This is an optimization exercise on Yosys and OpenROAD, whose aim is small area, not a production implementation.
At most, simulation tests tie the RTL to the original design; equivalence was not proved.
Function not checked in run 1: the RTL went through the layout flow alone.
Power and IR drop assume default switching activity.

$ cat flow/run.sh
#!/bin/bash
# Layout flow: the standard ORFS flow (standard.sh's make command) with
#  - synthesis: the standard flow's script, with an area-oriented ABC script (flow/abc_area.script)
#    in place of ORFS's; registers are mapped exactly as in the standard synthesis
#  - port buffers: sky130_fd_sc_hd__buf_1 on every input and output port
#  - CTS: small clock buffers, no dummy loads
# Each tool's output goes to a log file in this folder.
set -euo pipefail
W=$(pwd)
export MY_ABC_SCRIPT=$W/flow/abc_area.script
cat > $W/my_synth.tcl <<EOT
proc abc {args} {
  set i [lsearch \$args -script]
  if {\$i >= 0} { set args [lreplace \$args \$i [expr {\$i+1}] -script \$::env(MY_ABC_SCRIPT)] }
  yosys abc {*}\$args
}
source $W/synth_recipe.tcl
EOT
export BUFFER_PORTS_ARGS="-buffer_cell sky130_fd_sc_hd__buf_1"
export CTS_ARGS="-sink_clustering_enable -sink_clustering_size 80 -sink_clustering_max_diameter 300 -repair_clock_nets -dont_use_dummy_load -buf_list {sky130_fd_sc_hd__clkbuf_8 sky130_fd_sc_hd__clkbuf_16}"
sed -e "s|SYNTH_SCRIPT=[^ ]*synth_recipe.tcl|SYNTH_SCRIPT=$W/my_synth.tcl|" standard.sh > my_standard.sh
grep -q "SYNTH_SCRIPT=$W/my_synth.tcl" my_standard.sh
bash my_standard.sh finish > $W/orfs_flow.log 2>&1
cp -f orfs/logs/*/avr109/base/1_2_yosys.log $W/yosys.log 2>/dev/null || true
$ cat flow/abc_area.script
strash
dc2
strash
&get -n
&deepsyn -T 30 -S 1
&put
dch -f
map -a
mfs2 -a
strash
dch -f
amap
topo
$ cat standard.sh
#!/bin/bash
# synth_recipe.tcl (not shown) runs the flow's synth.tcl, then flattens the netlist and writes it again
# the make line also repeats each setting of config.mk as NAME=value (left out here)
make -C /OpenROAD-flow-scripts/flow DESIGN_CONFIG=/design/flow/config.mk WORK_HOME=/design/flow/orfs CLKGATE_MAP_FILE= SYNTH_SCRIPT=/design/flow/synth_recipe.tcl "${@:-finish}"
$ cat config.mk
export PLATFORM = sky130hd
export DESIGN_NAME = avr109
export DESIGN_NICKNAME = avr109
export VERILOG_FILES = /design/flow/design.v
export SDC_FILE = /design/flow/constraint.sdc
export NUM_CORES = 4
export LEC_CHECK = 0
export ABC_AREA = 1
export CAP_MARGIN = 20
export CORE_MARGIN = 2
export CORE_UTILIZATION = 40
export SLEW_MARGIN = 20
$ cat constraint.sdc
create_clock -name core_clock -period 10.0 [get_ports {clk}]
set_input_delay 2.0000 -clock core_clock [delete_from_list [all_inputs] [get_ports {clk}]]
set_output_delay 2.0000 -clock core_clock [all_outputs]
set_load 0.01 [all_outputs]
$ cat design.v
module avr109tx (
		 input rst,
		 input clk,
		 input [7:0] tx_data,
		 input load,
		 output txd,
		 output busy
		 );
   reg        act;
   reg [10:0] sr;
   reg [7:0]  baud;
   wire       tick = baud[6] && baud[4:0] == 5'b10101;
   wire       fb = baud[7] ^ baud[5] ^ baud[2] ^ baud[1];
   assign txd = sr[0];
   assign busy = act;
   always @(posedge clk) begin
      baud <= {baud[6:0], fb ^ tick};
      if (load) begin
	 act <= 1'b1;
	 sr[10:1] <= {1'b1, tx_data, 1'b0};
	 baud <= 8'h75;
      end else if (act & tick) begin
	 if (sr[10:1] == 10'd0)
	   act <= 1'b0;
	 else
	   sr <= {1'b0, sr[10:1]};
      end
      if (rst) begin
	 act <= 1'b0;
	 sr[0] <= 1'b1;
      end
   end
endmodule
module avr109rx (
		 input rst,
		 input clk,
		 input rxd,
		 output [7:0] rx_data,
		 output rx_avail
		 );
   reg       act;
   reg [8:0] sr;
   reg [7:0] baud;
   wire      tick = baud[7:6] == 2'b01 && baud[4:0] == 5'b10101;
   wire      fb = baud[7] ^ baud[5] ^ baud[2] ^ baud[1];
   assign rx_data = sr[8:1];
   assign rx_avail = ~act & sr[0];
   always @(posedge clk) begin
      if (act) begin
	 baud <= {baud[6:0], fb ^ tick};
	 if (tick) begin
	    if (~sr[0])
	      sr <= {rxd, sr[8:1]};
	    else if (rxd)
	      act <= 1'b0;
	 end
      end else begin
	 baud <= 8'h93;
	 sr <= 9'b100000000;
	 act <= ~rxd;
      end
      if (rst) begin
	 act <= 1'b0;
	 sr[0] <= 1'b0;
      end
   end
endmodule
module avr109 (
	       input rst,
	       input clk,
	       input rxd,
	       output txd,
	       output intercept_mode,
	       output prog_mode,
	       output[15:0] prog_addr,
	       output[15:0] prog_data,
	       input[15:0] prog_data_in,
	       output prog_low,
	       output prog_high
	       );
   localparam [4:0] S_INACTIVE  = 5'd0;
   localparam [4:0] S_ATTACHING = 5'd1;
   localparam [4:0] S_IDLE      = 5'd2;
   localparam [4:0] S_BAD       = 5'd3;
   localparam [4:0] S_V_HIGH    = 5'd4;
   localparam [4:0] S_V_LOW     = 5'd5;
   localparam [4:0] S_SEND_Y    = 5'd6;
   localparam [4:0] S_BS_Y      = 5'd7;
   localparam [4:0] S_BS_HI     = 5'd8;
   localparam [4:0] S_BS_LO     = 5'd9;
   localparam [4:0] S_SEND_00   = 5'd10;
   localparam [4:0] S_IGNORE    = 5'd11;
   localparam [4:0] S_ACK       = 5'd12;
   localparam [4:0] S_ADDR_HI   = 5'd13;
   localparam [4:0] S_ADDR_LO   = 5'd14;
   localparam [4:0] S_CNT_HI    = 5'd16;
   localparam [4:0] S_CNT_LO    = 5'd17;
   localparam [4:0] S_CHECK     = 5'd18;
   localparam [4:0] S_PROG_GET  = 5'd19;
   localparam [4:0] S_PROG_PUT  = 5'd20;
   localparam [4:0] S_EXIT1     = 5'd21;
   localparam [4:0] S_EXIT2     = 5'd22;
   localparam [4:0] S_CNT_HI2   = 5'd24;
   localparam [4:0] S_CNT_LO2   = 5'd25;
   localparam [4:0] S_CHECK2    = 5'd26;
   localparam [4:0] S_READ_GET  = 5'd27;
   localparam [4:0] S_READ_PUT  = 5'd28;
   reg [4:0]  state_q, state_d;
   reg [7:0]  cnt_q, cnt_d;
   reg [15:0] addr_q, addr_d;
   reg 	      prog_mode_q, prog_mode_d;
   reg 	      prog_strobe;
   reg 	      tx_load;
   reg [7:0]  tx_data;
   wire       tx_busy;
   wire       rx_avail;
   wire [7:0] rx_data;
   wire       send_ok = ~tx_busy;
   wire       cnt_zero = (cnt_q == 8'd0);
   assign prog_addr = {1'b0, addr_q[15:1]};
   assign prog_data = {rx_data, rx_data};
   assign prog_mode = prog_mode_q;
   assign prog_low = prog_strobe & ~addr_q[0];
   assign prog_high = prog_strobe & addr_q[0];
   assign intercept_mode = (state_q != S_INACTIVE) && (state_q != S_ATTACHING);
   avr109tx tx_inst(.rst(rst), .clk(clk), .tx_data(tx_data), .load(tx_load),
		    .txd(txd), .busy(tx_busy));
   avr109rx rx_inst(.rst(rst), .clk(clk), .rxd(rxd),
		    .rx_data(rx_data), .rx_avail(rx_avail));
   always @(*) begin
      tx_load = 1'b0;
      tx_data = 8'h00;
      state_d = state_q;
      cnt_d = cnt_q;
      addr_d = addr_q;
      prog_strobe = 1'b0;
      prog_mode_d = prog_mode_q;
      case (state_q)
	S_INACTIVE: begin
	   cnt_d[2:0] = 3'd0;
	   prog_mode_d = 1'b0;
	   if (rx_avail & (rx_data == 8'h1b))
	     state_d = S_ATTACHING;
	end
	S_ATTACHING: begin
	   if (rx_avail) begin
	      if (rx_data != (^cnt_q[2:0] ? 8'h1b : 8'haa))
		state_d = S_INACTIVE;
	      else begin
		 cnt_d[2:0] = {cnt_q[1:0], ~cnt_q[2]};
		 if (cnt_q[2] & ~cnt_q[1])
		   state_d = S_IDLE;
	      end
	   end
	end
	S_IDLE: begin
	   if (rx_avail) begin
	      case (rx_data)
		8'h0a, 8'h1b: ;
		8'h41: state_d = S_ADDR_HI;
		8'h42: state_d = S_CNT_HI;
		8'h45: state_d = S_EXIT1;
		8'h4c: begin prog_mode_d = 1'b0; state_d = S_ACK; end
		8'h50: begin prog_mode_d = 1'b1; state_d = S_ACK; end
		8'h54: state_d = S_IGNORE;
		8'h56: state_d = S_V_HIGH;
		8'h61: state_d = S_SEND_Y;
		8'h62: state_d = S_BS_Y;
		8'h67: state_d = S_CNT_HI2;
		8'h74: state_d = S_SEND_00;
		default: state_d = S_BAD;
	      endcase
	   end
	end
	S_BAD:     begin tx_data = 8'h3f; if (send_ok) begin tx_load = 1'b1; state_d = S_IDLE; end end
	S_V_HIGH:  begin tx_data = 8'h31; if (send_ok) begin tx_load = 1'b1; state_d = S_V_LOW; end end
	S_V_LOW:   begin tx_data = 8'h30; if (send_ok) begin tx_load = 1'b1; state_d = S_IDLE; end end
	S_SEND_Y:  begin tx_data = 8'h59; if (send_ok) begin tx_load = 1'b1; state_d = S_IDLE; end end
	S_BS_Y:    begin tx_data = 8'h59; if (send_ok) begin tx_load = 1'b1; state_d = S_BS_HI; end end
	S_BS_HI:   begin tx_data = 8'h00; if (send_ok) begin tx_load = 1'b1; state_d = S_BS_LO; end end
	S_BS_LO:   begin tx_data = 8'hff; if (send_ok) begin tx_load = 1'b1; state_d = S_IDLE; end end
	S_SEND_00: begin tx_data = 8'h00; if (send_ok) begin tx_load = 1'b1; state_d = S_IDLE; end end
	S_ACK:     begin tx_data = 8'h0d; if (send_ok) begin tx_load = 1'b1; state_d = S_IDLE; end end
	S_EXIT1:   begin tx_data = 8'h0d; if (send_ok) begin tx_load = 1'b1; state_d = S_EXIT2; end end
	S_EXIT2:   begin if (send_ok) state_d = S_INACTIVE; end
	S_IGNORE: begin
	   if (rx_avail) state_d = S_ACK;
	end
	S_ADDR_HI: begin
	   if (rx_avail) begin addr_d[15:8] = rx_data; state_d = S_ADDR_LO; end
	end
	S_ADDR_LO: begin
	   if (rx_avail) begin addr_d[7:0] = rx_data; state_d = S_ACK; end
	end
	S_CNT_HI: begin
	   if (rx_avail) state_d = (rx_data == 8'h00) ? S_CNT_LO : S_BAD;
	end
	S_CNT_LO: begin
	   if (rx_avail) begin cnt_d = rx_data; state_d = S_CHECK; end
	end
	S_CHECK: begin
	   if (rx_avail)
	     state_d = (rx_data != 8'h46) ? S_BAD : cnt_zero ? S_ACK : S_PROG_GET;
	end
	S_PROG_GET: begin
	   if (rx_avail) begin
	      cnt_d = cnt_q - 8'd1;
	      prog_strobe = 1'b1;
	      state_d = S_PROG_PUT;
	   end
	end
	S_PROG_PUT: begin
	   addr_d = addr_q + 16'd1;
	   state_d = cnt_zero ? S_ACK : S_PROG_GET;
	end
	S_CNT_HI2: begin
	   if (rx_avail) state_d = (rx_data == 8'h00) ? S_CNT_LO2 : S_BAD;
	end
	S_CNT_LO2: begin
	   if (rx_avail) begin cnt_d = rx_data; state_d = S_CHECK2; end
	end
	S_CHECK2: begin
	   if (rx_avail)
	     state_d = (rx_data != 8'h46) ? S_BAD : cnt_zero ? S_IDLE : S_READ_GET;
	end
	S_READ_GET: begin
	   tx_data = addr_q[0] ? prog_data_in[15:8] : prog_data_in[7:0];
	   if (send_ok) begin
	      tx_load = 1'b1;
	      cnt_d = cnt_q - 8'd1;
	      state_d = S_READ_PUT;
	   end
	end
	S_READ_PUT: begin
	   addr_d = addr_q + 16'd1;
	   state_d = cnt_zero ? S_IDLE : S_READ_GET;
	end
	default: state_d = S_INACTIVE;
      endcase
   end
   always @(posedge clk) begin
      cnt_q <= cnt_d;
      if (rst) begin
	 state_q <= S_INACTIVE;
	 addr_q <= 16'd0;
	 prog_mode_q <= 1'b0;
      end else begin
	 state_q <= state_d;
	 addr_q <= addr_d;
	 prog_mode_q <= prog_mode_d;
      end
   end
endmodule
==> flow_summary.ini, run 1 <==
[global_route]
grtUsageMet3 = 0.04178
grt-busiest-layer = met2
grtUsageMet1 = 0.2794
gr-usage-met2 = 0.3248
grt.total_usage = 0.2034
antenna_found_initial = 0
grt_pass1_vias = 3188
grt_pass1_wl_um = 16040
grt_max_degree = 15
gr-total-overflow = 0

[final_layout]
fin_cells = 616
final_area_um2 = 3913
nets = 529
diodes = 0
drive_gt1_frac = 0.01782
fill_cells = 951
syn_to_final_growth_pct = 6.108

[sta]
slew_headroom = 0.5070
setup-tns-final_ns = 0
period_needed_ns = 4.381
layout_setup_ws_ns = 5.619
holdWs_ns = 0.4261
fmaxAchievable_ghz = 0.2283
max_slew.worst_pin.slew_ns = 0.7395
final_max_slew_viol_count = 0
rsz0062_at_grt = false
finClkSkew_ns = 0.02758
setup_viol = 0
finalHoldViolations = 0
fin_crit_sh = 0.4381

[worst_setup_path]
regToRegSetupSlack_ns = 6.32
cp.arrival_ns = 2.38
startpoint = state_q[0]
end_kind = primary output
reg2reg_to = addr_q[15]
crit_fanout = 11
reg2reg_depth = 18
crit_type = reg2out
worst_setup_path_start_kind = flop
r2r-start = state_q[1]
cp.required_ns = 8.00

[drt]
drc = 0
routed-via-count = 3500
drt_first_pass_iters = 6
wire_per_inst_um = 15.96
vias_per_cell = 5.682
finalWirelength_um = 9832
ant_nets = 0
drt-initial-drc-count = 334

[power]
seqPwrFrac = 0.540
clkPwrFrac = 0.287
irDropWorstVdd_uv = 57.91
switching_share = 0.2889
internal_power_mw = 0.4305
switching_power_mw = 0.1749
leakagePower_nw = 1.286
power_density_nw_per_um2 = 154.7
comb_power_share = 0.173

[job]
drv_cap = 0

[logic_synthesis]
yosys-top-cells-count = nor2_1, clkinv_1, dfxtp_1
ys_seq_elements = 68
synth.largest_area_cell = dfxtp_1
synth_area_leaders = dfxtp_1, edfxtp_1, nor2_1
postSynth.asyncResetShare = 0
yosysUniqueCellTypes = 43
synth_ff_type = dfxtp_1
yosysSeqAreaShare = 0.4126
synth_top_area_frac = 0.2823
synth_area_per_cell_um2 = 7.779
syn_nets = 496
synth.most_common_cell = nor2_1
synth-edff-count = 16
syn_inst = 474
syn_area_um2 = 3687
yosys_warnings = 3

[placement]
place.port_buffers = 54
place_congestion = 0.8789
dpl-instance-area_um2 = 3789
dp_cells = 607
post-dp-hpwl_um = 7114
dp_slack_ns = 6.009

[clocking]
post-cts-setup-buffers = 0
cts-root-buf = clkbuf_8
clock_sinks = 68
cts_hold_buf = 0
insertion_delay_ns = 0.35
path_clk_slew_ns = 0.07
cts_buffer_depth = 2
cts.repair.resized = 0
cts_tree = done
numCtsBuffers = 9
htree_levels = 3

[floorplan]
die_w_um = 100.0
die_h_um = 100.0
initial_core_util = 0.4048
fp-row-count = 35
core_um2 = 9109
die_area_um2 = 10000
boundaryPins = 56

[worst_hold_path]
hp-class = reg2reg
min_to = rx_inst.baud[5]
holdPathStages = 2
hold_start = rx_inst.baud[4]

[run_status]
status = no timing/DRC/antenna violations
-- final cells by class --
cell class / instances / area (µm²) / area share
sequential: 68 / 1521 / 0.3889
multi-input combinational: 315 / 1704 / 0.4356
inverter: 59 / 221.5 / 0.05660
timing repair buffer: 54 / 202.7 / 0.05181
tap: 111 / 138.9 / 0.03550
clock buffer: 9 / 123.9 / 0.03166
-- routing by layer --
| layer | part of all wire | up-vias |
|---|---|---|
| met2 | 0.45 | 148 |
| li1 | - | 1733 |
| met4 | 0.014 | 0 |
| met3 | 0.066 | 19 |
| met1 | 0.47 | 1600 |
| met5 | 0 | - |
-- state kept, by name, summed over array words and instances, names as in the netlist --
| name | count |
|---|---|
| addr_q | 16 |
| cnt_q | 8 |
| prog_mode_q | 1 |
| rx_inst.act | 1 |
| rx_inst.baud | 8 |
| rx_inst.sr | 9 |
| state_q | 5 |
| tx_inst.act | 1 |
| tx_inst.baud | 8 |
| tx_inst.sr | 11 |
-- cells by family (layout without fill, tap and decap cells) --
group,Yosys count,count (layout),synth area share
adders and majority gates,3,3,0.01018
other,1,1,0.001017
and+or+nand+nor,193,193,0.2348
DFF,68,68,0.4126
buffers and inverters,91,122,0.1252
AOI/OAI and AO/OA,118,118,0.2162
-- power by group through the flow --
| stage | Combinational [mW] | Clock (mW) | Sequential (mW) |
|---|---|---|---|
| final | 0.105 | 0.174 | 0.327 |
| after detailed placement | 0.103 | 0 | 0.333 |
| after global placement | 0.103 | 0 | 0.333 |
| after global routing | 0.122 | 0.190 | 0.331 |
| after floorplan | 0.0814 | 0 | 0.328 |
| after CTS | 0.104 | 0.181 | 0.327 |
-- worst max path at each step --
stage	end	slack, ns	depth (start not counted)
finish	prog_low	5.62	7
CTS	prog_low	5.62	7
floorplan	prog_low	6.46	6
global placement	prog_low	6.15	7
detailed placement	prog_low	6.01	7
global route	prog_low	5.39	7
-- through the flow --
step           utilization  total power [mW]
2_1_floorplan            -            0.4097
3_3_place_gp        0.4159            0.4353
3_5_place_dp        0.4159            0.4357
4_1_cts             0.4295            0.6114
5_1_grt             0.4295            0.6430
6_report            0.4295            0.6054
-- worst max-delay path: stages (launching register included) --
cell      delay (ns)
dfxtp_1         0.58
clkinv_1        0.27
nor2_1          0.25
nand2_1         0.14
nor2_1          0.27
clkinv_1        0.17
nor3_1          0.20
buf_1           0.17
-- placed cells by master, fill, tap and decap left out, types with 2 or more instances in the layout --
| cell type | instances |
|---|---|
| a31oi_1 | 6 |
| and3_1 | 11 |
| o211ai_1 | 5 |
| or3_1 | 3 |
| a211oi_1 | 4 |
| nor2_1 | 93 |
| o22a_1 | 2 |
| nand2_1 | 34 |
| buf_1 | 54 |
| and2_0 | 3 |
| a31o_1 | 2 |
| o21a_1 | 2 |
| nor3_1 | 13 |
| clkinv_1 | 59 |
| o32ai_1 | 12 |
| a2111oi_0 | 3 |
| clkbuf_8 | 9 |
| o221a_1 | 2 |
| a21oi_1 | 22 |
| nor4_1 | 5 |
| edfxtp_1 | 16 |
| o22ai_1 | 19 |
| nand3_1 | 11 |
| o221ai_1 | 4 |
| a22oi_1 | 2 |
| o21ai_0 | 22 |
| dfxtp_1 | 52 |
| nor2b_1 | 3 |
| nand4_1 | 4 |
| or2_0 | 10 |
| ha_1 | 3 |
| a221oi_1 | 3 |
==> run 2, diff against run 1 <==
--- a/design.v
+++ b/design.v
@@ -43,14 +43,14 @@
    reg [7:0] baud;
    wire      tick = baud[7:6] == 2'b01 && baud[4:0] == 5'b10101;
    wire      fb = baud[7] ^ baud[5] ^ baud[2] ^ baud[1];
-   assign rx_data = sr[8:1];
+   assign rx_data = ~sr[8:1];
    assign rx_avail = ~act & sr[0];
    always @(posedge clk) begin
       if (act) begin
 	 baud <= {baud[6:0], fb ^ tick};
 	 if (tick) begin
 	    if (~sr[0])
-	      sr <= {rxd, sr[8:1]};
+	      sr <= {~rxd, sr[8:1]};
 	    else if (rxd)
 	      act <= 1'b0;
 	 end
@@ -116,7 +116,7 @@
    wire       rx_avail;
    wire [7:0] rx_data;
    wire       send_ok = ~tx_busy;
-   wire       cnt_zero = (cnt_q == 8'd0);
+   wire       cnt_zero = (cnt_q == 8'hff);   
    assign prog_addr = {1'b0, addr_q[15:1]};
    assign prog_data = {rx_data, rx_data};
    assign prog_mode = prog_mode_q;
@@ -137,18 +137,18 @@
       prog_mode_d = prog_mode_q;
       case (state_q)
 	S_INACTIVE: begin
-	   cnt_d[2:0] = 3'd0;
+	   cnt_d[2:0] = 3'b111;
 	   prog_mode_d = 1'b0;
 	   if (rx_avail & (rx_data == 8'h1b))
 	     state_d = S_ATTACHING;
 	end
 	S_ATTACHING: begin
 	   if (rx_avail) begin
-	      if (rx_data != (^cnt_q[2:0] ? 8'h1b : 8'haa))
+	      if (rx_data != (~cnt_q[0] ? 8'h1b : 8'haa))
 		state_d = S_INACTIVE;
 	      else begin
-		 cnt_d[2:0] = {cnt_q[1:0], ~cnt_q[2]};
-		 if (cnt_q[2] & ~cnt_q[1])
+		 cnt_d[2:0] = cnt_q[2:0] - 3'd1;
+		 if (~cnt_q[2] & ~cnt_q[0])
 		   state_d = S_IDLE;
 	      end
 	   end
@@ -196,7 +196,7 @@
 	   if (rx_avail) state_d = (rx_data == 8'h00) ? S_CNT_LO : S_BAD;
 	end
 	S_CNT_LO: begin
-	   if (rx_avail) begin cnt_d = rx_data; state_d = S_CHECK; end
+	   if (rx_avail) begin cnt_d = ~rx_data; state_d = S_CHECK; end
 	end
 	S_CHECK: begin
 	   if (rx_avail)
@@ -204,7 +204,7 @@
 	end
 	S_PROG_GET: begin
 	   if (rx_avail) begin
-	      cnt_d = cnt_q - 8'd1;
+	      cnt_d = cnt_q + 8'd1;
 	      prog_strobe = 1'b1;
 	      state_d = S_PROG_PUT;
 	   end
@@ -217,7 +217,7 @@
 	   if (rx_avail) state_d = (rx_data == 8'h00) ? S_CNT_LO2 : S_BAD;
 	end
 	S_CNT_LO2: begin
-	   if (rx_avail) begin cnt_d = rx_data; state_d = S_CHECK2; end
+	   if (rx_avail) begin cnt_d = ~rx_data; state_d = S_CHECK2; end
 	end
 	S_CHECK2: begin
 	   if (rx_avail)
@@ -227,7 +227,7 @@
 	   tx_data = addr_q[0] ? prog_data_in[15:8] : prog_data_in[7:0];
 	   if (send_ok) begin
 	      tx_load = 1'b1;
-	      cnt_d = cnt_q - 8'd1;
+	      cnt_d = cnt_q + 8'd1;
 	      state_d = S_READ_PUT;
 	   end
 	end
--- a/flow/run.sh
+++ b/flow/run.sh
@@ -17,7 +17,7 @@
 source $W/synth_recipe.tcl
 EOT
 export BUFFER_PORTS_ARGS="-buffer_cell sky130_fd_sc_hd__buf_1"
-export CTS_ARGS="-sink_clustering_enable -sink_clustering_size 80 -sink_clustering_max_diameter 300 -repair_clock_nets -dont_use_dummy_load -buf_list {sky130_fd_sc_hd__clkbuf_8 sky130_fd_sc_hd__clkbuf_16}"
+export CTS_ARGS="-sink_clustering_enable -repair_clock_nets -dont_use_dummy_load -buf_list {sky130_fd_sc_hd__clkbuf_4}"
 sed -e "s|SYNTH_SCRIPT=[^ ]*synth_recipe.tcl|SYNTH_SCRIPT=$W/my_synth.tcl|" standard.sh > my_standard.sh
 grep -q "SYNTH_SCRIPT=$W/my_synth.tcl" my_standard.sh
 bash my_standard.sh finish > $W/orfs_flow.log 2>&1
==> flow/abc_area.script (replaced) <==
strash
dc2
strash
&get -n
&deepsyn -J 200 -S 1
&put
dch -f
map -a
mfs2 -a
strash
dch -f
amap
topo
--- a/config.mk
+++ b/config.mk
@@ -8,5 +8,6 @@
 export ABC_AREA = 1
 export CAP_MARGIN = 20
 export CORE_MARGIN = 2
-export CORE_UTILIZATION = 40
+export CORE_UTILIZATION = 65
+export PLACE_DENSITY = 0.75
 export SLEW_MARGIN = 20
==> flow_summary.ini, run 2 <==
[final_layout]
layout_commonest_cell = nor2_1
final_cell_mix = nor2_1, clkinv_1, buf_1, dfxtp_1, nand2_1
utilization = 0.6956
syn_to_final_growth_pct = 5.033
top_regs = addr_q (16), tx_inst.sr (11), rx_inst.sr (9)
regArea_um2 = 1521
multi_input_area_um2 = 1653
largest_reg_flops = 16
diodes = 0
nets = 518
fill_cells = 483
top_register = addr_q
drive_gt1_frac = 0.01822

[logic_synthesis]
postSynth.asyncResetShare = 0
yosys-top-cells-count = nor2_1, clkinv_1, dfxtp_1
syn_area_um2 = 3580
synth.largest_area_cell = dfxtp_1
syn_nets = 477
syn_inst = 455
synth.most_common_cell = nor2_1
synth_area_leaders = dfxtp_1, edfxtp_1, nor2_1
yosysUniqueCellTypes = 36
ys_seq_elements = 68
yosys_warnings = 3
yosysSeqAreaShare = 0.4250
synth_ff_type = dfxtp_1
synth-edff-count = 16
synth_top_area_frac = 0.2908
synth_area_per_cell_um2 = 7.867

[drt]
drt_first_pass_iters = 5
routed.top_layer = met4
met1Wirelength_um = 3876
routed-via-count = 3524
dr_wl_met2_um = 4120
ant_nets = 0
wire_per_inst_um = 15.86
drt-initial-drc-count = 338
drc = 0
vias_per_cell = 6.226
wl_met3_um = 770
finalWirelength_um = 8979

[run_status]
status = no timing/DRC/antenna violations

[global_route]
gr-total-overflow = 0
grt_pass1_vias = 3220
grt_pass1_wl_um = 14960
grt_max_degree = 14
grt.total_usage = 0.3120
antenna_found_initial = 0

[sta]
finClkSkew_ns = 0.03761
holdWs_ns = 0.4288
final_max_slew_viol_count = 0
setup-tns-final_ns = 0
rsz0062_at_grt = false
period_needed_ns = 5.387
finalHoldViolations = 0
slew_headroom = 0.4309
layout_setup_ws_ns = 4.613
fin_crit_sh = 0.5387
setup_viol = 0
max_slew.worst_pin.slew_ns = 0.8448
fmaxAchievable_ghz = 0.1856

[floorplan]
die_h_um = 78.21
die_w_um = 78.21
boundaryPins = 56
die_area_um2 = 6117
initial_core_util = 0.6623
fp-row-count = 27
core_um2 = 5405

[worst_setup_path]
cp.arrival_ns = 3.39
end_kind = primary output
crit_type = reg2out
reg2reg_to = state_q[4]
reg2reg_depth = 10
cp.required_ns = 8.00
worst_setup_path_start_kind = flop
r2r-start = state_q[1]
startpoint = state_q[1]
regToRegSetupSlack_ns = 5.99
crit_fanout = 13

[worst_hold_path]
hold_start = rx_inst.baud[4]
holdPathStages = 2
hp-class = reg2reg
min_to = rx_inst.baud[5]

[clocking]
cts_buffer_depth = 2
cts_hold_buf = 0
cts_tree = done
cts-root-buf = clkbuf_4
numCtsBuffers = 9
htree_levels = 3
clock_sinks = 68
cts.repair.resized = 0
post-cts-setup-buffers = 0
path_clk_slew_ns = 0.10
insertion_delay_ns = 0.43

[power]
power.total_mw = 0.5272
irDropWorstVdd_uv = 83.05
leakagePower_nw = 1.261
power_density_nw_per_um2 = 140.2

[job]
drv_cap = 0

[placement]
place_congestion = 0.9412
dp_slack_ns = 5.164
post-dp-hpwl_um = 6674
place.port_buffers = 54
run 2: cell count changes in the layout (fill, tap and decap cells not counted), moves of 4 or more:
cell	previous run	this run
nor2_1	93	70
o22ai_1	19	29
clkbuf_4	0	9
clkbuf_8	9	0
a21oi_1	22	26
o211ai_1	5	1
or2_0	10	6
run 2: final cells by class:
| class | instances | share of cell area |
|---|---|---|
| Tap cell | 72 | 0.02396 |
| Inverter | 60 | 0.05990 |
| Timing Repair Buffer | 54 | 0.05391 |
| Multi-Input combinational cell | 303 | 0.4396 |
| Sequential cell | 68 | 0.4047 |
| Clock buffer | 9 | 0.01797 |
run 2: power breakdown:
part           internal [mW]  switching [mW]
logic                 0.0279          0.0484
registers              0.310          0.0136
clock network         0.0418          0.0854
total                  0.380           0.147
run 2: metal layers:
| layer | vias up | track usage |
|---|---|---|
| met4 | 0 | 0.1246 |
| met3 | 26 | 0.06437 |
| met2 | 176 | 0.4836 |
| li1 | 1695 | - |
| met1 | 1627 | 0.4288 |
| met5 | - | 0 |
run 2: how the worst max path moves through the flow:
| stage | slack (ns) | cells past startpoint | to |
|---|---|---|---|
| 3_5_place_dp | 5.16 | 8 | prog_high |
| 4_1_cts | 4.70 | 8 | prog_high |
| 5_1_grt | 4.41 | 8 | prog_low |
| 3_3_place_gp | 5.28 | 8 | prog_high |
| 6_report | 4.61 | 8 | prog_low |
| 2_1_floorplan | 5.75 | 7 | prog_high |
run 2: logic make-up after synthesis:
group | Yosys count | share of synthesized area
fa+ha+maj | 3 | 0.01049
flops | 68 | 0.4250
other cells | 1 | 0.001048
buf+inv | 84 | 0.1132
simple gates | 173 | 0.2212
compound gates | 126 | 0.2289
run 2: per-stage QoR:
stage / cells / cell area [µm²]
2_1_floorplan: 455 / 3580
3_3_place_gp: 557 / 3692
3_5_place_dp: 557 / 3692
4_1_cts: 566 / 3760
5_1_grt: 566 / 3760
6_report: 566 / 3760
run 2: worst max-delay path, cell delays in order (launching register included):
cell and delay [ns]:
dfxtp_1 0.50, clkinv_1 0.39, nor2_1 0.35, o32ai_1 0.15
a2111oi_0 0.55, o21ai_0 0.34, or3_1 0.42, nor2_1 0.10
buf_1 0.17
==> run 3, diff against run 2 <==
==> flow/abc_area.script (replaced) <==
strash
dc2
strash
&get -n
&deepsyn -J 1000 -S 1
&put
dch -f
map -a
mfs2 -a
strash
dch -f
amap
topo
==> flow_summary.ini, run 3 <==
[drt]
drt-initial-drc-count = 340
dr_wl_met2_um = 3925
wl_met3_um = 800
finalWirelength_um = 9084
wire_per_inst_um = 16.61
routed.top_layer = met4
ant_nets = 0
met1Wirelength_um = 4170
drc = 0
vias_per_cell = 6.280
drt_first_pass_iters = 5
routed-via-count = 3435

[global_route]
grt_pass1_wl_um = 14950
gr-total-overflow = 0
grt_pass1_vias = 3151
antenna_found_initial = 0
grt.total_usage = 0.3184
grt_max_degree = 18

[sta]
rsz0062_at_grt = false
setup_viol = 0
finalHoldViolations = 0
period_needed_ns = 4.755
max_slew.worst_pin.slew_ns = 0.9077
finClkSkew_ns = 0.02144
fin_crit_sh = 0.4755
slew_headroom = 0.3884
final_max_slew_viol_count = 0
setup-tns-final_ns = 0
fmaxAchievable_ghz = 0.2103

[clocking]
numCtsBuffers = 9
post-cts-setup-buffers = 0
cts-root-buf = clkbuf_4
htree_levels = 3
cts_tree = done
cts.repair.resized = 0
clock_sinks = 68
path_clk_slew_ns = 0.09
cts_buffer_depth = 2
cts_hold_buf = 0
insertion_delay_ns = 0.43

[worst_setup_path]
crit_slowest_cell = dfxtp_1
cp.arrival_ns = 2.75
crit_chain = clkinv_1 > o21ai_0 > o21ai_0 > nor2_1 > o21ai_0 > a31oi_1 > nand4_1 > nor2_1 > buf_1
cp.required_ns = 8.00
crit_type = reg2out
crit_buf_inv = 2
slowest_delay_ns = 0.60
crit_top_cell = o21ai_0
worst_setup_path_start_kind = flop
path_delay_family = compound AO/OA/AOI/OAI gates
end_kind = primary output
crit_fanout = 12

[floorplan]
die_h_um = 77.68
initial_core_util = 0.6821
die_area_um2 = 6033
fp-row-count = 26
die_w_um = 77.68
boundaryPins = 56
core_um2 = 5172

[final_layout]
regArea_um2 = 1521
top_register = addr_q
final_cell_mix = nor2_1, clkinv_1, buf_1, dfxtp_1
multi_input_area_um2 = 1605
nets = 501
syn_to_final_growth_pct = 5.390
top_regs = addr_q (16), tx_inst.sr (11), rx_inst.sr (9)
final_area_um2 = 3719
fill_cells = 431
diodes = 0
layout_commonest_cell = nor2_1
largest_reg_flops = 16
drive_gt1_frac = 0.01887

[placement]
place_congestion = 0.9510
place.port_buffers = 54
dpl-instance-area_um2 = 3638
post-dp-hpwl_um = 6747

[logic_synthesis]
syn_inst = 437
yosys_warnings = 3
yosysUniqueCellTypes = 38
yosysSeqAreaShare = 0.4312
synth_ff_type = dfxtp_1
synth_area_per_cell_um2 = 8.074
synth.most_common_cell = nor2_1
syn_nets = 459
postSynth.asyncResetShare = 0
syn_area_um2 = 3528
synth-edff-count = 16
ys_seq_elements = 68
yosys-top-cells-count = nor2_1, clkinv_1, dfxtp_1
synth_top_area_frac = 0.2950
synth_area_leaders = dfxtp_1, edfxtp_1, nor2_1
synth.largest_area_cell = dfxtp_1

[power]
leakagePower_nw = 1.257
power_density_nw_per_um2 = 210.8
irDropWorstVdd_uv = 135.9
power.total_mw = 0.7837

[worst_hold_path]
hp-class = reg2reg

[job]
drv_cap = 0

[run_status]
status = no timing/DRC/antenna violations
-- run 3: worst paths after layout --
check / from / end / slack [ns] / depth (start not counted)
worst min-delay path: tx_inst.baud[0] / tx_inst.baud[1] / 0.42 / 2
worst max register to register: state_q[4] / tx_inst.sr[9] / 6.46 / 10
worst min register to register: tx_inst.baud[0] / tx_inst.baud[1] / 0.42 / 2
worst max-delay path: state_q[0] / prog_high / 5.25 / 9
-- run 3: cells by family after synthesis --
kind of cell,after synthesis,synth area share
AND/OR/NAND/NOR,157,0.2096
AO/OA/AOI/OAI,125,0.2337
buffers and inverters,83,0.1138
flip-flops,68,0.4312
adder cells (fa/ha/maj),3,0.01064
other,1,0.001063
-- run 3: power by group --
| part | internal (mW) | switching (mW) | total [mW] |
|---|---|---|---|
| clock network | 0.0417 | 0.0865 | 0.128 |
| logic | 0.0927 | 0.170 | 0.263 |
| registers | 0.344 | 0.0489 | 0.393 |
| total | 0.478 | 0.305 | 0.784 |
-- run 3: area by class of cell --
cell class	instances	share of cell area
Multi-Input combinational cell	286	0.4317
Sequential cell	68	0.4092
Inverter	59	0.05956
Timing Repair Buffer	55	0.05787
Tap cell	70	0.02355
Clock buffer	9	0.01817
-- run 3: worst register-to-register path: stages (launching register included) --
cell	delay, ns
dfxtp_1	0.50
nor2_1	0.56
o22ai_1	0.19
nor2_1	0.24
nor2_1	0.07
o21ai_0	0.18
nor2b_1	0.24
clkinv_1	0.15
nor2_1	0.46
clkinv_1	0.26
nand2_1	0.36
-- run 3: metrics by stage --
| step | util | cells | worst slack [ns] | hold WS, ns |
|---|---|---|---|---|
| after global placement | 0.7034 | 537 | 5.766 | 0.4062 |
| after floorplan | - | 437 | 6.198 | 0.4037 |
| after detailed placement | 0.7034 | 537 | 5.739 | 0.4159 |
| final | 0.7189 | 547 | 5.245 | 0.4178 |
| after CTS | 0.7165 | 546 | 5.287 | 0.4144 |
| after global routing | 0.7189 | 547 | 4.909 | 0.4452 |
-- run 3: per-layer routing --
layer	global-route usage	vias to the layer above
met5	0	-
met4	0.1286	0
met3	0.07442	18
met2	0.4638	198
met1	0.4559	1573
li1	-	1646
==> run 4, diff against run 3 <==
--- a/flow/run.sh
+++ b/flow/run.sh
@@ -17,7 +17,7 @@
 source $W/synth_recipe.tcl
 EOT
 export BUFFER_PORTS_ARGS="-buffer_cell sky130_fd_sc_hd__buf_1"
-export CTS_ARGS="-sink_clustering_enable -repair_clock_nets -dont_use_dummy_load -buf_list {sky130_fd_sc_hd__clkbuf_4}"
+export CTS_ARGS="-sink_clustering_enable -repair_clock_nets -dont_use_dummy_load -buf_list {sky130_fd_sc_hd__clkbuf_8}"
 sed -e "s|SYNTH_SCRIPT=[^ ]*synth_recipe.tcl|SYNTH_SCRIPT=$W/my_synth.tcl|" standard.sh > my_standard.sh
 grep -q "SYNTH_SCRIPT=$W/my_synth.tcl" my_standard.sh
 bash my_standard.sh finish > $W/orfs_flow.log 2>&1
==> flow/abc_area.script (replaced) <==
strash
dc2
strash
&get -n
&deepsyn -J 200 -S 1
&put
dch -f
map -a
mfs2 -a
strash
dch -f
amap
topo
==> flow_summary.ini, run 4 <==
[run_status]
status = no timing/DRC/antenna violations

[logic_synthesis]
synth.largest_area_cell = dfxtp_1
yosysSeqAreaShare = 0.4250
ys_seq_elements = 68
synth-edff-count = 16
syn_area_um2 = 3580
synth_area_leaders = dfxtp_1, edfxtp_1, nor2_1
synth_ff_type = dfxtp_1
yosysUniqueCellTypes = 36
postSynth.asyncResetShare = 0
synth_top_area_frac = 0.2908
syn_nets = 477
syn_inst = 455
synth_area_per_cell_um2 = 7.867
yosys-top-cells-count = nor2_1, clkinv_1, dfxtp_1
yosys_warnings = 3
synth.most_common_cell = nor2_1

[power]
power_density_nw_per_um2 = 149.9
power.total_mw = 0.5722
irDropWorstVdd_uv = 113.3
leakagePower_nw = 1.284

[sta]
fmaxAchievable_ghz = 0.1874
slew_headroom = 0.4463
final_max_slew_viol_count = 0
rsz0062_at_grt = false
holdWs_ns = 0.4257
finClkSkew_ns = 0.02790
max_slew.worst_pin.slew_ns = 0.8218
finalHoldViolations = 0
period_needed_ns = 5.337
fin_crit_sh = 0.5337
setup_viol = 0
setup-tns-final_ns = 0

[drt]
ant_nets = 0
routed-via-count = 3490
drt-initial-drc-count = 289
wire_per_inst_um = 15.90
drc = 0
finalWirelength_um = 8997
vias_per_cell = 6.166
drt_first_pass_iters = 5

[floorplan]
boundaryPins = 56
fp-row-count = 27
core_um2 = 5405
die_w_um = 78.21
die_area_um2 = 6117
die_h_um = 78.21
initial_core_util = 0.6623

[placement]
post-dp-hpwl_um = 6674
place_congestion = 0.9412
place.port_buffers = 54

[worst_setup_path]
crit_fanout = 13
crit_slowest_cell = a2111oi_0
critPathCapture = prog_low
startpoint = state_q[1]
slowest_delay_ns = 0.55
crit_buf_inv = 2
r2r-start = state_q[1]
cp.required_ns = 8.00
crit_cells = 8
crit_top_cell = nor2_1
worst_setup_path_start_kind = flop
reg2reg_to = state_q[4]
crit_type = reg2out
path_delay_family = compound AO/OA/AOI/OAI gates
end_kind = primary output
crit_chain = clkinv_1 > nor2_1 > o32ai_1 > a2111oi_0 > o21ai_0 > or3_1 > nor2_1 > buf_1
cp.arrival_ns = 3.34
regToRegSetupSlack_ns = 5.99
reg2reg_depth = 10

[clocking]
cts_hold_buf = 0
insertion_delay_ns = 0.36
cts_buffer_depth = 2
cts_tree = done
path_clk_slew_ns = 0.06
cts.repair.resized = 0
cts-root-buf = clkbuf_8
post-cts-setup-buffers = 0
htree_levels = 3
clock_sinks = 68
numCtsBuffers = 9

[global_route]
grt_pass1_wl_um = 15030
antenna_found_initial = 0
grt_pass1_vias = 3195
gr-total-overflow = 0
grt_max_degree = 14
grt.total_usage = 0.3120

[final_layout]
top_regs = addr_q (16), tx_inst.sr (11), rx_inst.sr (9)
top_register = addr_q
layout_commonest_cell = nor2_1
syn_to_final_growth_pct = 6.606
largest_reg_flops = 16
diodes = 0
final_cell_mix = nor2_1, clkinv_1, buf_1, dfxtp_1, nand2_1
nets = 518
drive_gt1_frac = 0.01822

[job]
drv_cap = 0

[worst_hold_path]
hp-class = reg2reg
==> run 4: layer usage <==
metal / global-route usage / up-vias / share of wire
li1: - / 1691 / -
met3: 0.05977 / 31 / 0.079
met5: 0 / - / 0
met4: 0.1316 / 0 / 0.029
met2: 0.4828 / 156 / 0.45
met1: 0.4295 / 1612 / 0.44
==> run 4: worst register-to-register path, cell delays in order (launching register included) <==
cell	delay, ns
dfxtp_1	0.50
clkinv_1	0.40
nor2_1	0.36
o32ai_1	0.15
a2111oi_0	0.55
o21ai_0	0.33
a31oi_1	0.48
o21ai_0	0.29
or3_1	0.46
a31oi_1	0.26
a211oi_1	0.07
==> run 4: worst min-delay path by stage <==
stage	end	slack [ns]	cells past startpoint	start
global route	rx_inst.baud[5]	0.44	2	rx_inst.baud[4]
detailed placement	rx_inst.baud[5]	0.42	2	rx_inst.baud[4]
finish	rx_inst.baud[5]	0.43	2	rx_inst.baud[4]
CTS	rx_inst.baud[5]	0.43	2	rx_inst.baud[4]
global placement	rx_inst.baud[5]	0.41	2	rx_inst.baud[4]
floorplan	tx_inst.baud[1]	0.40	2	tx_inst.baud[0]
==> run 4: stage by stage <==
stage               utilization  setup WS, ns  instances  instance area [µm²]
global placement         0.6831         5.280        557                 3692
CTS                      0.7060         4.774        566                 3816
finish                   0.7060         4.663        566                 3816
floorplan                     -         5.748        455                 3580
detailed placement       0.6831         5.164        557                 3692
global route             0.7060         4.458        566                 3816
==> run 4: final cells by class <==
type / instances / area (µm²)
Multi-Input combinational cell: 303 / 1653
Fill cell: 459 / 1589
Sequential cell: 68 / 1521
Inverter: 60 / 225.2
Timing Repair Buffer: 54 / 202.7
Clock buffer: 9 / 123.9
Tap cell: 72 / 90.09
==> run 4: logic make-up after synthesis <==
kind of cell             share of synthesized area
AO/OA/AOI/OAI                               0.2289
adder cells (fa/ha/maj)                    0.01049
flip-flops                                  0.4250
buffers and inverters                       0.1132
AND/OR/NAND/NOR                             0.2212
other                                     0.001048
==> run 4: power breakdown <==
group	internal (mW)	switching [mW]
Combinational	0.0279	0.0484
Clock	0.0801	0.0917
Sequential	0.311	0.0136
Total	0.419	0.154
==> run 5, diff against run 4 <==
==> flow/abc_area.script (replaced) <==
strash
dc2
strash
&get -n
&deepsyn -J 1000 -S 1
&put
dch -f
map -a
mfs2 -a
strash
dch -f
amap
topo
==> flow_summary.ini, run 5 <==
[drt]
finalWirelength_um = 9145
routed-via-count = 3406
drt-initial-drc-count = 351
wire_per_inst_um = 16.72
drc = 0
vias_per_cell = 6.227
drt_first_pass_iters = 5
ant_nets = 0

[worst_setup_path]
reg2reg_depth = 10
worst_setup_path_start_kind = flop
crit_type = reg2out
cp.required_ns = 8.00
end_kind = primary output
crit_fanout = 12
cp.arrival_ns = 2.74

[logic_synthesis]
synth_area_leaders = dfxtp_1, edfxtp_1, nor2_1
synth_ff_type = dfxtp_1
synth.largest_area_cell = dfxtp_1
yosys-top-cells-count = nor2_1, clkinv_1, dfxtp_1
yosysUniqueCellTypes = 38
synth.most_common_cell = nor2_1
syn_area_um2 = 3528
postSynth.asyncResetShare = 0
synth_area_per_cell_um2 = 8.074
syn_nets = 459
yosysSeqAreaShare = 0.4312
yosys_warnings = 3
syn_inst = 437
ys_seq_elements = 68
synth-edff-count = 16
synth_top_area_frac = 0.2950

[sta]
fin_crit_sh = 0.4742
slew_headroom = 0.4057
final_max_slew_viol_count = 0
setup_viol = 0
fmaxAchievable_ghz = 0.2109
period_needed_ns = 4.742
finalHoldViolations = 0
rsz0062_at_grt = false
finClkSkew_ns = 0.01457
layout_setup_ws_ns = 5.258
max_slew.worst_pin.slew_ns = 0.8821
holdWs_ns = 0.4151
setup-tns-final_ns = 0

[clocking]
cts_buffer_depth = 2
htree_levels = 3
post-cts-setup-buffers = 0
insertion_delay_ns = 0.34
cts_hold_buf = 0
cts.repair.resized = 0
path_clk_slew_ns = 0.06
numCtsBuffers = 9
cts-root-buf = clkbuf_8
clock_sinks = 68
cts_tree = done

[power]
comb_power_share = 0.319
switching_power_mw = 0.3094
power_density_nw_per_um2 = 219.0
irDropWorstVdd_uv = 136.2
internal_power_mw = 0.5172
leakagePower_nw = 1.280
clkPwrFrac = 0.205
power.total_mw = 0.8266
switching_share = 0.3743
seqPwrFrac = 0.476

[floorplan]
boundaryPins = 56
die_area_um2 = 6033
die_w_um = 77.68
core_um2 = 5172
fp-row-count = 26
initial_core_util = 0.6821
die_h_um = 77.68

[final_layout]
diodes = 0
top_regs = addr_q (16), tx_inst.sr (11), rx_inst.sr (9)
final_cell_mix = nor2_1, clkinv_1, buf_1, dfxtp_1
top_register = addr_q
largest_reg_flops = 16
syn_to_final_growth_pct = 6.986
final_area_um2 = 3775
drive_gt1_frac = 0.01887
fill_cells = 422
nets = 501
utilization = 0.7298
layout_commonest_cell = nor2_1
fin_cells = 547

[run_status]
status = no timing/DRC/antenna violations

[global_route]
gr-total-overflow = 0
grt_pass1_wl_um = 15030
grt_pass1_vias = 3190
grt_max_degree = 18
grt.total_usage = 0.3194
antenna_found_initial = 0

[job]
drv_cap = 0

[worst_hold_path]
hp-class = reg2reg
holdPathStages = 2

[placement]
dp_cells = 537
place.port_buffers = 54
post-dp-hpwl_um = 6747
dp_slack_ns = 5.739
dpl-instance-area_um2 = 3638
place_congestion = 0.9510
[run 5: cell types whose count changed in the layout (fill, tap and decap cells not counted), moves of 3 or more]
cell / previous run / this run
nor3_1: 13 / 6
or2_0: 6 / 9
nor2_1: 70 / 63
nand3_1: 9 / 14
o32ai_1: 15 / 20
o22ai_1: 29 / 22
nand2_1: 35 / 26
[run 5: power by group through the flow]
stage / combinational, mW / sequential [mW] / clock, mW
4_1_cts: 0.256 / 0.392 / 0.171
6_report: 0.264 / 0.393 / 0.170
3_3_place_gp: 0.249 / 0.395 / 0
3_5_place_dp: 0.254 / 0.397 / 0
2_1_floorplan: 0.207 / 0.383 / 0
5_1_grt: 0.295 / 0.401 / 0.183
[run 5: metal layers]
layer | routed length, µm | global-route usage | vias to the layer above
met1 | 4168 | 0.4537 | 1561
met5 | 0 | 0 | -
met2 | 4070 | 0.4681 | 177
met3 | 785 | 0.06744 | 14
li1 | - | - | 1654
met4 | 121 | 0.1429 | 0
[run 5: kinds of logic (layout without fill, tap and decap cells)]
| family | Yosys count | count (layout) | share of synthesized area |
|---|---|---|---|
| AO/OA/AOI/OAI | 125 | 125 | 0.2337 |
| adder cells (fa/ha/maj) | 3 | 3 | 0.01064 |
| buffers and inverters | 83 | 123 | 0.1138 |
| flip-flops | 68 | 68 | 0.4312 |
| other | 1 | 1 | 0.001063 |
| AND/OR/NAND/NOR | 157 | 157 | 0.2096 |
[run 5: cell type report]
cell class / instances / area, µm² / area share
clock buffer: 9 / 123.9 / 0.03281
multi-input combinational: 286 / 1605 / 0.4253
sequential: 68 / 1521 / 0.4030
inverter: 59 / 221.5 / 0.05867
timing repair buffer: 55 / 215.2 / 0.05701
tap: 70 / 87.58 / 0.02320
[run 5: worst paths after layout]
check                   from         endpoint  slack (ns)
min reg2reg  tx_inst.baud[0]  tx_inst.baud[1]        0.42
max reg2reg       state_q[4]    tx_inst.sr[8]        6.48
max               state_q[0]        prog_high        5.26
min          tx_inst.baud[0]  tx_inst.baud[1]        0.42
[run 5: critical path, cell delays in order (launching register included)]
cell,delay [ns]
dfxtp_1,0.61
clkinv_1,0.38
o21ai_0,0.39
o21ai_0,0.14
nor2_1,0.11
o21ai_0,0.09
a31oi_1,0.23
nand4_1,0.17
nor2_1,0.13
buf_1,0.16
==> run 6, diff against run 5 <==
--- a/flow/run.sh
+++ b/flow/run.sh
@@ -1,6 +1,7 @@
 #!/bin/bash
 # Layout flow: the standard ORFS flow (standard.sh's make command) with
-#  - synthesis: the standard flow's script, with an area-oriented ABC script (flow/abc_area.script)
+#  - synthesis: the standard flow's script, with an area-oriented ABC script (flow/abc_area.script,
+#    deterministic: &deepsyn runs a fixed number of steps with a fixed seed)
 #    in place of ORFS's; registers are mapped exactly as in the standard synthesis
 #  - port buffers: sky130_fd_sc_hd__buf_1 on every input and output port
 #  - CTS: small clock buffers, no dummy loads
@@ -17,7 +18,7 @@
 source $W/synth_recipe.tcl
 EOT
 export BUFFER_PORTS_ARGS="-buffer_cell sky130_fd_sc_hd__buf_1"
-export CTS_ARGS="-sink_clustering_enable -repair_clock_nets -dont_use_dummy_load -buf_list {sky130_fd_sc_hd__clkbuf_8}"
+export CTS_ARGS="-sink_clustering_enable -repair_clock_nets -dont_use_dummy_load -buf_list {sky130_fd_sc_hd__clkbuf_4}"
 sed -e "s|SYNTH_SCRIPT=[^ ]*synth_recipe.tcl|SYNTH_SCRIPT=$W/my_synth.tcl|" standard.sh > my_standard.sh
 grep -q "SYNTH_SCRIPT=$W/my_synth.tcl" my_standard.sh
 bash my_standard.sh finish > $W/orfs_flow.log 2>&1
==> flow_summary.ini, run 6 <==
[placement]
dpl-instance-area_um2 = 3638
dp_cells = 537
place_congestion = 0.9510
dp_slack_ns = 5.739
post-dp-hpwl_um = 6747
place.port_buffers = 54

[logic_synthesis]
yosysUniqueCellTypes = 38
yosys_warnings = 3
postSynth.asyncResetShare = 0
yosys-top-cells-count = nor2_1, clkinv_1, dfxtp_1
synth.most_common_cell = nor2_1
synth_area_per_cell_um2 = 8.074
syn_nets = 459
syn_inst = 437
syn_area_um2 = 3528
yosysSeqAreaShare = 0.4312
ys_seq_elements = 68
synth_area_leaders = dfxtp_1, edfxtp_1, nor2_1
synth.largest_area_cell = dfxtp_1
synth-edff-count = 16
synth_top_area_frac = 0.2950
synth_ff_type = dfxtp_1

[clocking]
htree_levels = 3
post-cts-setup-buffers = 0
cts.repair.resized = 0
cts_buffer_depth = 2
clock_sinks = 68
cts_tree = done
numCtsBuffers = 9
cts_hold_buf = 0
insertion_delay_ns = 0.43
path_clk_slew_ns = 0.09
cts-root-buf = clkbuf_4

[drt]
wl_met3_um = 800
ant_nets = 0
drt_first_pass_iters = 5
vias_per_cell = 6.280
met1Wirelength_um = 4170
routed.top_layer = met4
wire_per_inst_um = 16.61
routed-via-count = 3435
dr_wl_met2_um = 3925
drc = 0
finalWirelength_um = 9084
drt-initial-drc-count = 340

[global_route]
antenna_found_initial = 0
grt_max_degree = 18
gr-total-overflow = 0
grt_pass1_wl_um = 14950
grt.total_usage = 0.3184
grt_pass1_vias = 3151

[worst_setup_path]
crit_type = reg2out
r2r-start = state_q[4]
cp.arrival_ns = 2.75
end_kind = primary output
crit_fanout = 12
startpoint = state_q[0]
worst_setup_path_start_kind = flop
cp.required_ns = 8.00

[run_status]
status = no timing/DRC/antenna violations

[sta]
setup_viol = 0
final_max_slew_viol_count = 0
layout_setup_ws_ns = 5.245
finalHoldViolations = 0
max_slew.worst_pin.slew_ns = 0.9077
finClkSkew_ns = 0.02144
fmaxAchievable_ghz = 0.2103
rsz0062_at_grt = false
fin_crit_sh = 0.4755
slew_headroom = 0.3884
period_needed_ns = 4.755
setup-tns-final_ns = 0

[final_layout]
nets = 501
top_regs = addr_q (16), tx_inst.sr (11), rx_inst.sr (9)
largest_reg_flops = 16
layout_commonest_cell = nor2_1
final_area_um2 = 3719
final_cell_mix = nor2_1, clkinv_1, buf_1, dfxtp_1
fin_cells = 547
top_register = addr_q
drive_gt1_frac = 0.01887
diodes = 0
syn_to_final_growth_pct = 5.390

[power]
power.total_mw = 0.7837
leakagePower_nw = 1.257
irDropWorstVdd_uv = 135.9
power_density_nw_per_um2 = 210.8

[worst_hold_path]
hold_start = tx_inst.baud[0]
hp-class = reg2reg

[floorplan]
core_um2 = 5172
initial_core_util = 0.6821
die_h_um = 77.68
fp-row-count = 26
boundaryPins = 56
die_w_um = 77.68
die_area_um2 = 6033

[job]
drv_cap = 0
run 6: cell counts after synthesis:
Identical to the previous run, type by type.
run 6: cell families (layout without fill, tap and decap cells):
| logic type | after synthesis | after routing | share of synthesized area |
|---|---|---|---|
| buffers and inverters | 83 | 123 | 0.1138 |
| other | 1 | 1 | 0.001063 |
| flip-flops | 68 | 68 | 0.4312 |
| adder cells (fa/ha/maj) | 3 | 3 | 0.01064 |
| AO/OA/AOI/OAI | 125 | 125 | 0.2337 |
| AND/OR/NAND/NOR | 157 | 157 | 0.2096 |
run 6: area by class of cell:
cell class,instances,area (µm²)
Inverter,59,221.5
Clock buffer,9,67.56
Multi-Input combinational cell,286,1605
Fill cell,431,1454
Tap cell,70,87.58
Timing Repair Buffer,55,215.2
Sequential cell,68,1521
run 6: worst paths after layout:
path | cells past startpoint | to | slack, ns
worst max register to register | 10 | tx_inst.sr[9] | 6.46
worst min-delay path | 2 | tx_inst.baud[1] | 0.42
worst max-delay path | 9 | prog_high | 5.25
worst min register to register | 2 | tx_inst.baud[1] | 0.42
run 6: where the power goes:
| group | internal (mW) | switching (mW) |
|---|---|---|
| Clock | 0.0417 | 0.0865 |
| Combinational | 0.0927 | 0.170 |
| Sequential | 0.344 | 0.0489 |
run 6: per-stage QoR:
step	utilization	hold slack [ns]
floorplan	-	0.4037
global placement	0.7034	0.4062
detailed placement	0.7034	0.4159
CTS	0.7165	0.4144
global route	0.7189	0.4452
finish	0.7189	0.4178
run 6: metal layers:
metal  GRT usage  up-vias
li1            -     1646
met1      0.4559     1573
met2      0.4638      198
met3     0.07442       18
met4      0.1286        0
met5           0        -
run 6: critical path: stages, from the launching register on:
cell,delay (ns)
dfxtp_1,0.60
clkinv_1,0.36
o21ai_0,0.36
o21ai_0,0.13
nor2_1,0.10
o21ai_0,0.09
a31oi_1,0.23
nand4_1,0.18
nor2_1,0.13
buf_1,0.16

## afterwards: timing with drivers on the ports
In the flow no input, the clock included, has a driving cell. The finished layouts below were timed again as built, in two steps.
Step 1, drivers: a clkbuf_16 drives clk and a buf_2 each remaining input, both assumed.
Step 2 moves the port delays by t, midway between the first and last clock arrival at a register: inputs arrive t later, outputs are due t later. That takes back most of the time a late clock gives input paths.
Three values: ideal, step 1, step 2; two values: the first two.
run	shift t [ns]	slack for setup (ns)	latest minus earliest clock arrival (ns)	slew at the worst register clock pin (ns)	cell pins on the clock port's net
run 1	0.370	5.619 / 5.589 / 5.959	0.029 / 0.028	0.08 / 0.08	1
run 2	0.435	4.613 / 4.585 / 5.020	0.038 / 0.038	0.12 / 0.12	1
run 3	0.446	5.245 / 5.217 / 5.663	0.022 / 0.022	0.11 / 0.11	1
run 4	0.374	4.663 / 4.634 / 5.009	0.028 / 0.029	0.08 / 0.08	1
run 5	0.366	5.258 / 5.227 / 5.594	0.015 / 0.015	0.07 / 0.07	1
run 6	0.446	5.245 / 5.217 / 5.663	0.022 / 0.022	0.11 / 0.11	1
After both steps every run listed still meets setup and hold.
